From an optimization exercise on the open Yosys and OpenROAD flow, aimed at small area, a short achievable clock period and few clock cycles per item; shortcuts taken in it are not production practice.
At most, simulation tests tie the RTL to the original design; equivalence was not proved.
No functional check of the RTL was part of run 2.
Power figures rest on the tool's default switching activity, not on a simulated workload.

==> flow/design.v, too long to show whole: its modules and the start of the top module <==
// module Mult: 1283 lines
// module BoothEnc: 6 lines
// module BoothRowX: 10 lines
// module PrefixAdd: 324 lines
// module FA: 6 lines
// module HA: 6 lines
module Mult (MultStart, out_A, out_B, rst, clk, HI, LOW, EndMult);
  // ...
==> flow/flow/run.sh <==
#!/bin/bash
# The standard layout (the standard.sh: ORFS synthesis to finish), except that
# the port buffers are sky130_fd_sc_hd__buf_1 rather than the delay-cell buffer
# that buffer_ports picks by default. The make output goes to standard.log; ORFS
# keeps each step's own log under orfs/logs/.
set -uo pipefail
bash standard.sh "BUFFER_PORTS_ARGS=-buffer_cell sky130_fd_sc_hd__buf_1" finish > standard.log 2>&1
==> flow/standard.sh <==
#!/bin/bash
# synth_recipe.tcl (not shown) runs the flow's synth.tcl, then flattens the netlist and writes it again
# the make line also repeats each setting of config.mk as NAME=value (left out here)
make -C /OpenROAD-flow-scripts/flow DESIGN_CONFIG=/design/flow/config.mk WORK_HOME=/design/flow/orfs CLKGATE_MAP_FILE= SYNTH_SCRIPT=/design/flow/synth_recipe.tcl "${@:-finish}"
==> flow/config.mk <==
export PLATFORM = sky130hd
export DESIGN_NAME = Mult
export DESIGN_NICKNAME = Mult
export VERILOG_FILES = /design/flow/design.v
export SDC_FILE = /design/flow/constraint.sdc
export NUM_CORES = 4
export LEC_CHECK = 0
export CAP_MARGIN = 20
export CORE_MARGIN = 2
export CORE_UTILIZATION = 40
export SETUP_SLACK_MARGIN = 1.5
export SLEW_MARGIN = 20
export SYNTH_HIERARCHICAL = 1
export SYNTH_MINIMUM_KEEP_SIZE = 0
==> flow/constraint.sdc <==
create_clock -name core_clock -period 6.5 [get_ports {clk}]
set_input_delay 1.3000 -clock core_clock [delete_from_list [all_inputs] [get_ports {clk}]]
set_output_delay 1.3000 -clock core_clock [all_outputs]
set_load 0.01 [all_outputs]
==> out/qor.tcl, run 1 <==
set qor(crit_start) {out_B[15]}
set qor(layout_commonest_cell) {sky130_fd_sc_hd__xnor2_1}
set qor(status) {complete, no violations}
set qor(nMultiInputCombCells) 1999
set qor(multi_input_area_share_pct) 78.4
set qor(cts_clock_pin_slew_for_the_worst_setup_and_hold_paths_ps) 60
set qor(flip_flop_count_of_the_largest_register_after_layout) 56
set qor(cts-root-buf) {sky130_fd_sc_hd__clkbuf_16}
set qor(multi_input_comb_area_sq_um) 21900
set qor(clock_network_area_share_pct) 2.27
set qor(num_vias) 19800
set qor(worst_path_most_repeated_cell) {sky130_fd_sc_hd__fa_1}
set qor(synthFlopType) {sky130_fd_sc_hd__dfxtp_1}
set qor(diodes) 1
set qor(synth.mux.area_fraction_pct) 0.0392
set qor(timing.final.setup_violations) 0
set qor(synth_simple_gate_area_share_pct) 3.83
set qor(top_sig_layer) {met4}
set qor(report.final.hold_viol_count) 0
set qor(seq_cells) 121
set qor(async_reset_ff_share_pct) 0
set qor(grt_util_met1_pct) 31.5
set qor(grt.met3_usage_pct) 5.62
set qor(power.switching_fraction_pct) 49.2
set qor(largest-register) {S}
set qor(vias_per_cell) 6.00
set qor(p_comb_share_pct) 81.7
set qor(crit_path_top_delay_cell) {sky130_fd_sc_hd__fa_1}
set qor(critical_path_required_ps) 6860
set qor(final.clkbuf_count) 25
set qor(complex_gate_fraction_of_the_synthesized_area_pct) 18.9
Testbench counts, summed over its fixed seeds: cycles 960, items 960.
==> run 2: changes to the inputs <==
--- a/flow/design.v
+++ b/flow/design.v
@@ -12,107 +12,155 @@
 	assign bs = {out_B, 1'b0};
 	wire [32:0] ax = {out_A[31], out_A};
 	wire [32:0] ax1 = {out_A, 1'b0};
 	wire one0, two0;
 	BoothEnc enc0 (.b(bs[2:0]), .one(one0), .two(two0));
 	wire neg0 = bs[2] | ~(bs[1] | bs[0]);
 	wire [31:0] pp0;
 	wire pn0;
-	BoothRowX row0 (.one(one0), .two(two0), .nx(bs[2]), .a(out_A), .p(pp0), .pn(pn0));
+	wire oneh0, twoh0;
+	BoothEnc ench0 (.b(bs[2:0]), .one(oneh0), .two(twoh0));
+	BoothHalfLo rowl0 (.one(one0), .two(two0), .nx(bs[2]), .a(out_A[15:0]), .p(pp0[15:0]));
+	BoothHalfHi rowh0 (.one(oneh0), .two(twoh0), .nx(bs[2]), .a(out_A[31:15]), .p(pp0[31:16]), .pn(pn0));
 	wire one1, two1;
 	BoothEnc enc1 (.b(bs[4:2]), .one(one1), .two(two1));
 	wire neg1 = bs[4] | ~(bs[3] | bs[2]);
 	wire [31:0] pp1;
 	wire pn1;
-	BoothRowX row1 (.one(one1), .two(two1), .nx(bs[4]), .a(out_A), .p(pp1), .pn(pn1));
+	wire oneh1, twoh1;
+	BoothEnc ench1 (.b(bs[4:2]), .one(oneh1), .two(twoh1));
+	BoothHalfLo rowl1 (.one(one1), .two(two1), .nx(bs[4]), .a(out_A[15:0]), .p(pp1[15:0]));
+	BoothHalfHi rowh1 (.one(oneh1), .two(twoh1), .nx(bs[4]), .a(out_A[31:15]), .p(pp1[31:16]), .pn(pn1));
 	wire one2, two2;
 	BoothEnc enc2 (.b(bs[6:4]), .one(one2), .two(two2));
 	wire neg2 = bs[6] | ~(bs[5] | bs[4]);
 	wire [31:0] pp2;
 	wire pn2;
-	BoothRowX row2 (.one(one2), .two(two2), .nx(bs[6]), .a(out_A), .p(pp2), .pn(pn2));
+	wire oneh2, twoh2;
+	BoothEnc ench2 (.b(bs[6:4]), .one(oneh2), .two(twoh2));
+	BoothHalfLo rowl2 (.one(one2), .two(two2), .nx(bs[6]), .a(out_A[15:0]), .p(pp2[15:0]));
+	BoothHalfHi rowh2 (.one(oneh2), .two(twoh2), .nx(bs[6]), .a(out_A[31:15]), .p(pp2[31:16]), .pn(pn2));
 	wire one3, two3;
 	BoothEnc enc3 (.b(bs[8:6]), .one(one3), .two(two3));
 	wire neg3 = bs[8] | ~(bs[7] | bs[6]);
 	wire [31:0] pp3;
 	wire pn3;
-	BoothRowX row3 (.one(one3), .two(two3), .nx(bs[8]), .a(out_A), .p(pp3), .pn(pn3));
+	wire oneh3, twoh3;
+	BoothEnc ench3 (.b(bs[8:6]), .one(oneh3), .two(twoh3));
+	BoothHalfLo rowl3 (.one(one3), .two(two3), .nx(bs[8]), .a(out_A[15:0]), .p(pp3[15:0]));
+	BoothHalfHi rowh3 (.one(oneh3), .two(twoh3), .nx(bs[8]), .a(out_A[31:15]), .p(pp3[31:16]), .pn(pn3));
 	wire one4, two4;
 	BoothEnc enc4 (.b(bs[10:8]), .one(one4), .two(two4));
 	wire neg4 = bs[10] | ~(bs[9] | bs[8]);
 	wire [31:0] pp4;
 	wire pn4;
-	BoothRowX row4 (.one(one4), .two(two4), .nx(bs[10]), .a(out_A), .p(pp4), .pn(pn4));
+	wire oneh4, twoh4;
+	BoothEnc ench4 (.b(bs[10:8]), .one(oneh4), .two(twoh4));
+	BoothHalfLo rowl4 (.one(one4), .two(two4), .nx(bs[10]), .a(out_A[15:0]), .p(pp4[15:0]));
+	BoothHalfHi rowh4 (.one(oneh4), .two(twoh4), .nx(bs[10]), .a(out_A[31:15]), .p(pp4[31:16]), .pn(pn4));
 	wire one5, two5;
 	BoothEnc enc5 (.b(bs[12:10]), .one(one5), .two(two5));
 	wire neg5 = bs[12] | ~(bs[11] | bs[10]);
 	wire [31:0] pp5;
 	wire pn5;
-	BoothRowX row5 (.one(one5), .two(two5), .nx(bs[12]), .a(out_A), .p(pp5), .pn(pn5));
+	wire oneh5, twoh5;
+	BoothEnc ench5 (.b(bs[12:10]), .one(oneh5), .two(twoh5));
+	BoothHalfLo rowl5 (.one(one5), .two(two5), .nx(bs[12]), .a(out_A[15:0]), .p(pp5[15:0]));
+	BoothHalfHi rowh5 (.one(oneh5), .two(twoh5), .nx(bs[12]), .a(out_A[31:15]), .p(pp5[31:16]), .pn(pn5));
 	wire one6, two6;
 	BoothEnc enc6 (.b(bs[14:12]), .one(one6), .two(two6));
 	wire neg6 = bs[14] | ~(bs[13] | bs[12]);
 	wire [31:0] pp6;
 	wire pn6;
-	BoothRowX row6 (.one(one6), .two(two6), .nx(bs[14]), .a(out_A), .p(pp6), .pn(pn6));
+	wire oneh6, twoh6;
+	BoothEnc ench6 (.b(bs[14:12]), .one(oneh6), .two(twoh6));
+	BoothHalfLo rowl6 (.one(one6), .two(two6), .nx(bs[14]), .a(out_A[15:0]), .p(pp6[15:0]));
+	BoothHalfHi rowh6 (.one(oneh6), .two(twoh6), .nx(bs[14]), .a(out_A[31:15]), .p(pp6[31:16]), .pn(pn6));
 	wire one7, two7;
 	BoothEnc enc7 (.b(bs[16:14]), .one(one7), .two(two7));
 	wire neg7 = bs[16] | ~(bs[15] | bs[14]);
 	wire [31:0] pp7;
 	wire pn7;
-	BoothRowX row7 (.one(one7), .two(two7), .nx(bs[16]), .a(out_A), .p(pp7), .pn(pn7));
+	wire oneh7, twoh7;
+	BoothEnc ench7 (.b(bs[16:14]), .one(oneh7), .two(twoh7));
+	BoothHalfLo rowl7 (.one(one7), .two(two7), .nx(bs[16]), .a(out_A[15:0]), .p(pp7[15:0]));
+	BoothHalfHi rowh7 (.one(oneh7), .two(twoh7), .nx(bs[16]), .a(out_A[31:15]), .p(pp7[31:16]), .pn(pn7));
 	wire one8, two8;
 	BoothEnc enc8 (.b(bs[18:16]), .one(one8), .two(two8));
 	wire neg8 = bs[18] | ~(bs[17] | bs[16]);
 	wire [31:0] pp8;
 	wire pn8;
-	BoothRowX row8 (.one(one8), .two(two8), .nx(bs[18]), .a(out_A), .p(pp8), .pn(pn8));
+	wire oneh8, twoh8;
+	BoothEnc ench8 (.b(bs[18:16]), .one(oneh8), .two(twoh8));
+	BoothHalfLo rowl8 (.one(one8), .two(two8), .nx(bs[18]), .a(out_A[15:0]), .p(pp8[15:0]));
+	BoothHalfHi rowh8 (.one(oneh8), .two(twoh8), .nx(bs[18]), .a(out_A[31:15]), .p(pp8[31:16]), .pn(pn8));
 	wire one9, two9;
 	BoothEnc enc9 (.b(bs[20:18]), .one(one9), .two(two9));
 	wire neg9 = bs[20] | ~(bs[19] | bs[18]);
 	wire [31:0] pp9;
 	wire pn9;
-	BoothRowX row9 (.one(one9), .two(two9), .nx(bs[20]), .a(out_A), .p(pp9), .pn(pn9));
+	wire oneh9, twoh9;
+	BoothEnc ench9 (.b(bs[20:18]), .one(oneh9), .two(twoh9));
+	BoothHalfLo rowl9 (.one(one9), .two(two9), .nx(bs[20]), .a(out_A[15:0]), .p(pp9[15:0]));
+	BoothHalfHi rowh9 (.one(oneh9), .two(twoh9), .nx(bs[20]), .a(out_A[31:15]), .p(pp9[31:16]), .pn(pn9));
 	wire one10, two10;
 	BoothEnc enc10 (.b(bs[22:20]), .one(one10), .two(two10));
 	wire neg10 = bs[22] | ~(bs[21] | bs[20]);
 	wire [31:0] pp10;
 	wire pn10;
-	BoothRowX row10 (.one(one10), .two(two10), .nx(bs[22]), .a(out_A), .p(pp10), .pn(pn10));
+	wire oneh10, twoh10;
+	BoothEnc ench10 (.b(bs[22:20]), .one(oneh10), .two(twoh10));
+	BoothHalfLo rowl10 (.one(one10), .two(two10), .nx(bs[22]), .a(out_A[15:0]), .p(pp10[15:0]));
+	BoothHalfHi rowh10 (.one(oneh10), .two(twoh10), .nx(bs[22]), .a(out_A[31:15]), .p(pp10[31:16]), .pn(pn10));
 	wire one11, two11;
 	BoothEnc enc11 (.b(bs[24:22]), .one(one11), .two(two11));
 	wire neg11 = bs[24] | ~(bs[23] | bs[22]);
 	wire [31:0] pp11;
 	wire pn11;
-	BoothRowX row11 (.one(one11), .two(two11), .nx(bs[24]), .a(out_A), .p(pp11), .pn(pn11));
+	wire oneh11, twoh11;
+	BoothEnc ench11 (.b(bs[24:22]), .one(oneh11), .two(twoh11));
+	BoothHalfLo rowl11 (.one(one11), .two(two11), .nx(bs[24]), .a(out_A[15:0]), .p(pp11[15:0]));
+	BoothHalfHi rowh11 (.one(oneh11), .two(twoh11), .nx(bs[24]), .a(out_A[31:15]), .p(pp11[31:16]), .pn(pn11));
 	wire one12, two12;
 	BoothEnc enc12 (.b(bs[26:24]), .one(one12), .two(two12));
 	wire neg12 = bs[26] | ~(bs[25] | bs[24]);
 	wire [31:0] pp12;
 	wire pn12;
-	BoothRowX row12 (.one(one12), .two(two12), .nx(bs[26]), .a(out_A), .p(pp12), .pn(pn12));
+	wire oneh12, twoh12;
+	BoothEnc ench12 (.b(bs[26:24]), .one(oneh12), .two(twoh12));
+	BoothHalfLo rowl12 (.one(one12), .two(two12), .nx(bs[26]), .a(out_A[15:0]), .p(pp12[15:0]));
+	BoothHalfHi rowh12 (.one(oneh12), .two(twoh12), .nx(bs[26]), .a(out_A[31:15]), .p(pp12[31:16]), .pn(pn12));
 	wire one13, two13;
 	BoothEnc enc13 (.b(bs[28:26]), .one(one13), .two(two13));
 	wire neg13 = bs[28] | ~(bs[27] | bs[26]);
 	wire [31:0] pp13;
 	wire pn13;
-	BoothRowX row13 (.one(one13), .two(two13), .nx(bs[28]), .a(out_A), .p(pp13), .pn(pn13));
+	wire oneh13, twoh13;
+	BoothEnc ench13 (.b(bs[28:26]), .one(oneh13), .two(twoh13));
+	BoothHalfLo rowl13 (.one(one13), .two(two13), .nx(bs[28]), .a(out_A[15:0]), .p(pp13[15:0]));
+	BoothHalfHi rowh13 (.one(oneh13), .two(twoh13), .nx(bs[28]), .a(out_A[31:15]), .p(pp13[31:16]), .pn(pn13));
 	wire one14, two14;
 	BoothEnc enc14 (.b(bs[30:28]), .one(one14), .two(two14));
 	wire neg14 = bs[30] | ~(bs[29] | bs[28]);
 	wire [31:0] pp14;
 	wire pn14;
-	BoothRowX row14 (.one(one14), .two(two14), .nx(bs[30]), .a(out_A), .p(pp14), .pn(pn14));
+	wire oneh14, twoh14;
+	BoothEnc ench14 (.b(bs[30:28]), .one(oneh14), .two(twoh14));
+	BoothHalfLo rowl14 (.one(one14), .two(two14), .nx(bs[30]), .a(out_A[15:0]), .p(pp14[15:0]));
+	BoothHalfHi rowh14 (.one(oneh14), .two(twoh14), .nx(bs[30]), .a(out_A[31:15]), .p(pp14[31:16]), .pn(pn14));
 	wire one15, two15;
 	BoothEnc enc15 (.b(bs[32:30]), .one(one15), .two(two15));
 	wire neg15 = bs[32] | ~(bs[31] | bs[30]);
 	wire [31:0] pp15;
 	wire pn15;
-	BoothRowX row15 (.one(one15), .two(two15), .nx(bs[32]), .a(out_A), .p(pp15), .pn(pn15));
+	wire oneh15, twoh15;
+	BoothEnc ench15 (.b(bs[32:30]), .one(oneh15), .two(twoh15));
+	BoothHalfLo rowl15 (.one(one15), .two(two15), .nx(bs[32]), .a(out_A[15:0]), .p(pp15[15:0]));
+	BoothHalfHi rowh15 (.one(oneh15), .two(twoh15), .nx(bs[32]), .a(out_A[31:15]), .p(pp15[31:16]), .pn(pn15));
 	wire s1, c2;
 	HA ha_s1 (.a(neg12), .b(pp0[24]), .s(s1), .co(c2));
 	wire s3, c4;
 	FA fa_s3 (.a(pp0[25]), .b(pp1[23]), .c(pp2[21]), .s(s3), .co(c4));
 	wire s5, c6;
 	FA fa_s5 (.a(neg13), .b(pp0[26]), .c(pp1[24]), .s(s5), .co(c6));
 	wire s7, c8;
 	FA fa_s7 (.a(pp2[22]), .b(pp3[20]), .c(pp4[18]), .s(s7), .co(c8));
@@ -1616,16 +1664,33 @@
 	assign s[49] = p[49] ^ G152;
 	assign s[50] = p[50] ^ G153;
 	assign s[51] = p[51] ^ G154;
 	assign s[52] = p[52] ^ G155;
 	assign s[53] = p[53] ^ G156;
 	assign s[54] = p[54] ^ G157;
 	assign s[55] = p[55] ^ G158;
 endmodule
+module BoothHalfLo (one, two, nx, a, p);
+	input wire one, two, nx;
+	input wire [15:0] a;
+	output wire [15:0] p;
+	wire [15:0] q = ~(a ^ {16{nx}});
+	wire [15:0] q1 = {q[14:0], ~nx};
+	assign p = ~(({16{one}} & q) | ({16{two}} & q1));
+endmodule
+module BoothHalfHi (one, two, nx, a, p, pn);
+	input wire one, two, nx;
+	input wire [16:0] a;
+	output wire [15:0] p;
+	output wire pn;
+	wire [16:0] q = ~(a ^ {17{nx}});
+	assign p = ~(({16{one}} & q[16:1]) | ({16{two}} & q[15:0]));
+	assign pn = (one | two) & q[16];
+endmodule
 module FA (a, b, c, s, co);
 	input wire a, b, c;
 	output wire s, co;
 	assign s = a ^ b ^ c;
 	assign co = (a & b) | (a & c) | (b & c);
 endmodule
 module HA (a, b, s, co);
 	input wire a, b;
==> flow/flow/run.sh (replaced) <==
#!/bin/bash
# The standard layout (the standard.sh: ORFS synthesis to finish), except that
# the port buffers are sky130_fd_sc_hd__buf_2 rather than the delay-cell buffer
# that buffer_ports picks by default. The make output goes to standard.log; ORFS
# keeps each step's own log under orfs/logs/.
set -uo pipefail
bash standard.sh "BUFFER_PORTS_ARGS=-buffer_cell sky130_fd_sc_hd__buf_2" finish > standard.log 2>&1
==> flow/config.mk (replaced) <==
export PLATFORM = sky130hd
export DESIGN_NAME = Mult
export DESIGN_NICKNAME = Mult
export VERILOG_FILES = /design/flow/design.v
export SDC_FILE = /design/flow/constraint.sdc
export NUM_CORES = 4
export LEC_CHECK = 0
export CAP_MARGIN = 20
export CORE_MARGIN = 2
export CORE_UTILIZATION = 40
export CTS_BUF_LIST = sky130_fd_sc_hd__clkbuf_4 sky130_fd_sc_hd__clkbuf_8
export SETUP_SLACK_MARGIN = 1.5
export SLEW_MARGIN = 20
export SYNTH_HIERARCHICAL = 1
export SYNTH_MINIMUM_KEEP_SIZE = 0
export TNS_END_PERCENT = 20
==> run 2 against run 1 <==
Compared with the run above: final cell count increased by 2.0%; highest routed layer unchanged; maximum frequency shrank 1.3%; first-iteration DRC count decreased by 2.5%; sequential cell count unchanged; die area up 2.2%; sequential share of layout area hardly changed; count of clock-buffer cells in the layout fell by 4; global-route usage decreased by 0.34 points; via count rose by 0.75%; sequential power barely moved; hold slack got worse by 100 ps.
==> out/qor.tcl, run 2 <==
set qor(fp.coreArea_sq_um) 64500
set qor(synthDominantCellAreaShare_pct) 33.8
set qor(dieArea_sq_um) 67200
set qor(place_hpwl_um) 68800
set qor(syn_inst) 2387
set qor(criticalPathCategory) {reg2out}
set qor(design_power_total_mw) 14.4
set qor(number_of_enable_flip_flop_cells_after_synthesis) 0
set qor(cell_taking_the_most_area_after_synthesis) {sky130_fd_sc_hd__fa_1}
set qor(ctsHoldBuffers) 0
set qor(tritoncts_num_sinks) 121
set qor(floorplan.rows) 93
set qor(largest-register) {S}
set qor(vias_per_cell) 5.93 ;# -1.2%
set qor(post_dp_cell_area_sq_um) 27200
set qor(grt-ovfl-total) 0
set qor(die_width_um) 259
set qor(peakVddDrop_mv) 0.418
set qor(tritoncts.num_buffers) 17
set qor(synth.cell_area_sq_um) 26100
set qor(setup-tns-final_ps) 0
set qor(place.gp.congestion) 0.940
set qor(biggestRegsByFlops) {S (56), C (55), LB (8)}
set qor(final_critical_path_setup_slack_ps) 1480
set qor(final_max_slew_viol_count) 0
set qor(design_area_sq_um) 27900
set qor(multi_input_comb_area_sq_um) 22300 ;# +2.2%
set qor(grtUsageTotal_pct) 25.6
set qor(synthFlopType) {sky130_fd_sc_hd__dfxtp_1}
set qor(cp_cell_sequence) {ha_1 > a211oi_2 > nor3b_1 > or4_1 > a221oi_4 > a21oi_4 > buf_4 > or3_1 > a21oi_1 > xnor2_1 > buf_2}
set qor(timing.final.setup_violations) 0 ;# unchanged
set qor(synthTopCellsByArea) {sky130_fd_sc_hd__fa_1, sky130_fd_sc_hd__xnor2_1, sky130_fd_sc_hd__a22oi_1, sky130_fd_sc_hd__dfxtp_1, sky130_fd_sc_hd__ha_1}
set qor(wl_per_cell_um) 25.0
set qor(critical-path-max-stage-delay_ps) 460
set qor(crit_path_top_delay_cell) {sky130_fd_sc_hd__or4_1}
set qor(port_buffers) 131
set qor(rsz0062_at_grt) {true}
set qor(final_period_minus_worst_setup_slack_ps) 5020
set qor(vias_in_the_first_global_route) 20800
set qor(report.final.hold_viol_count) 0 ;# unchanged
set qor(i_o_pins) 132
set qor(hold-worst-slack_ps) 868
set qor(wl_um) 84200
set qor(yosys_register_bits) 121
set qor(drt_drc_violations_left) 0
set qor(drt-initial-drc-count) 1744
set qor(nNetsFinal) 3145
set qor(cts_clock_pin_slew_for_the_worst_setup_and_hold_paths_ps) 80 ;# +20 ps
set qor(layout_commonest_cell) {sky130_fd_sc_hd__xnor2_1}
set qor(synth_most_common_cell) {sky130_fd_sc_hd__xnor2_1}
set qor(critPathCaptureType) {output port}
set qor(flow.area_growth_from_synthesis_pct) 7.22
set qor(worstPathArrival_ps) 3720
set qor(timing.critical_path.from_type) {flop}
set qor(synth_seq_area_share_pct) 9.29
set qor(dieHeight_um) 259
set qor(critical_path_required_ps) 5200 ;# -1660 ps
set qor(critical_path.max_fanout) 4
set qor(cts.htree.levels) 4
set qor(cts_buffer_depth) 2
set qor(post_synth.cell_area_avg_sq_um) 10.9
set qor(yosysWarnings) 7
set qor(min-delay-path-class) {in2reg}
set qor(nFillCells) 6178
set qor(pin_count_of_the_biggest_net_entering_global_routing) 42
set qor(post_route_clock_period_utilization_pct) 77.2
set qor(timing.max_slew.rel_slack_pct) 42.2
set qor(start_util_pct) 40.4
set qor(antenna_found_initial) 1
set qor(dr.pass1.iters) 5
set qor(flip_flop_count_of_the_largest_register_after_layout) 56 ;# unchanged
set qor(yosys-top-cells-count) {sky130_fd_sc_hd__xnor2_1, sky130_fd_sc_hd__a22oi_1, sky130_fd_sc_hd__fa_1}
set qor(wire_length_of_the_first_global_routing_pass_um) 128000
set qor(cts-root-buf) {sky130_fd_sc_hd__clkbuf_8}
set qor(async_reset_ff_share_pct) 0 ;# unchanged
set qor(synthDistinctLibCells) 67
set qor(antenna_violating_nets_post_route) 0
set qor(achievable-frequency_mhz) 199
set qor(status) {complete, no violations}
set qor(num_vias) 19900 ;# +0.75%
set qor(register_area_sq_um) 2420
set qor(cellPowerDensity_nw_per_um2) 516
set qor(worst_slew_pin_slew_ps) 864
set qor(place_worst_setup_slack_ps) 692
set qor(cts_tree) {built}
set qor(layout.cells.most_common_list) {sky130_fd_sc_hd__xnor2_1, sky130_fd_sc_hd__a22oi_1, sky130_fd_sc_hd__fa_1}
set qor(final_layout_size_suffix_gt1_share_pct) 14.0
set qor(leakage_power_figure_nw) 9.84
set qor(maxCapViolations) 0
run 2: cell types whose count changed after synthesis:
cell	change
sky130_fd_sc_hd__buf_1	+16
sky130_fd_sc_hd__buf_6	+16
sky130_fd_sc_hd__o21ai_2	+16
sky130_fd_sc_hd__buf_12	-16
sky130_fd_sc_hd__and2b_2	+16
sky130_fd_sc_hd__nand2b_1	+16
sky130_fd_sc_hd__clkbuf_1	-32
sky130_fd_sc_hd__nand3b_1	+16
sky130_fd_sc_hd__nor2b_1	-16
sky130_fd_sc_hd__xnor2_1	+16
sky130_fd_sc_hd__xor2_1	+16
sky130_fd_sc_hd__buf_2	+16
run 2: metal layers:
layer	share of wire (%)	global-route usage (%)	up-vias
li1	-	-	8643
met1	43	34.9	10200
met2	46	40.4	910
met3	7.9	4.74	167
met4	3.4	9.32	0
met5	0	0	-
run 2: cell type report:
class,count,area share (%)
Antenna cell,1,0.00895
Clock buffer,21,0.989
Clock inverter,10,0.510
Inverter,28,0.376
Multi-Input combinational cell,2082,79.9
Sequential cell,121,8.67
Tap cell,855,3.83
Timing Repair Buffer,244,5.68
run 2: report_power, final:
part,internal (mW),switching (mW)
Clock,0.406,0.366
Sequential,1.43,0.142
Combinational,5.44,6.65
Total,7.27,7.16
run 2: stage by stage:
step,util (%),std cells
finish,43.4,3362
global route,43.4,3362
CTS,43.0,3354
detailed placement,42.1,3322
global placement,42.1,3322
floorplan,-,2407
run 2: kinds of logic (layout without fill, tap and decap cells):
family                   Yosys count  count (layout)  synth area share (%)
AO/OA/AOI/OAI                    658             658                  19.0
XOR/XNOR                         597             597                  20.1
adder cells (fa/ha/maj)          584             584                  40.7
buffers and inverters            204             303                  6.09
flip-flops                       121             121                  9.29
multiplexers                       1               1                0.0384
other                              2              23                0.0288
AND/OR/NAND/NOR                  220             220                  4.75
run 2: final timing paths:
kind | startpoint | endpoint | slack [ps] | cells after the start
max | C[24]$_DFF_P_ | HI[11] | 1480 | 11
min | rst | EndMult$_DFF_P_ | 870 | 2
run 2: Yosys stat by module, one instance, submodules excluded:
module / times used / area, sq um / cells inside / flops+latches
BoothHalfLo: 16 / 310 / 38 / 0
HA: 83 / 12.5 / 1 / 0
FA: 440 / 20.0 / 1 / 0
Mult: 1 / 3250 / 196 / 121
BoothHalfHi: 16 / 332 / 42 / 0
PrefixAdd: 1 / 1700 / 260 / 0
BoothEnc: 32 / 31.3 / 4 / 0
run 2: worst max-delay path, delay by kind of cell (launching register included):
family          cells  cell delay (ps)
xor+xnor            1              130
simple gates        3              960
compound gates      4              980
flops               1              330
buf+inv             2              350
fa+ha+maj           1              370
run 2: repair_timing:
| item | in CTS | in global routing |
|---|---|---|
| pin swaps | 5 | 5 |
| setup buffers | 1 | 7 |
| setup endpoints to repair | 43 | 58 |
| gates resized for setup | 20 | 38 |

==> static timing again, ports no longer ideal <==
The results above use ideal ports. As a check the final layouts listed here were re-extracted and re-timed, cells and wires unchanged. Step 1 sets driving cells, clkbuf_16 on the clock port and buf_2 on the other inputs (assumed; they add their load-dependent delay and slew). Step 2 times the ports against the registers' clock, not the clock port: input delays grow and output delays shrink by t, the midpoint of the rising clock arrivals with the driver on. Three values: ideal ports, drivers, drivers and shift; two values: the first two.
run | t (ns) | setup slack, ns | worst setup path after step 2 | clock arrival spread, ns | worst slew at a driven data input, ns
run 1 | 0.550 | 1.550 / 1.573 / 1.023 | input to register | 0.014 / 0.014 | 0.07
run 2 | 0.621 | 1.485 / 1.431 / 0.938 | input to register | 0.015 / 0.015 | 0.08
After both steps setup and hold are still met in every run listed. The setup slack of run 2, which loses most, moves by -0.054 ns with the drivers and by -0.547 ns with both steps.
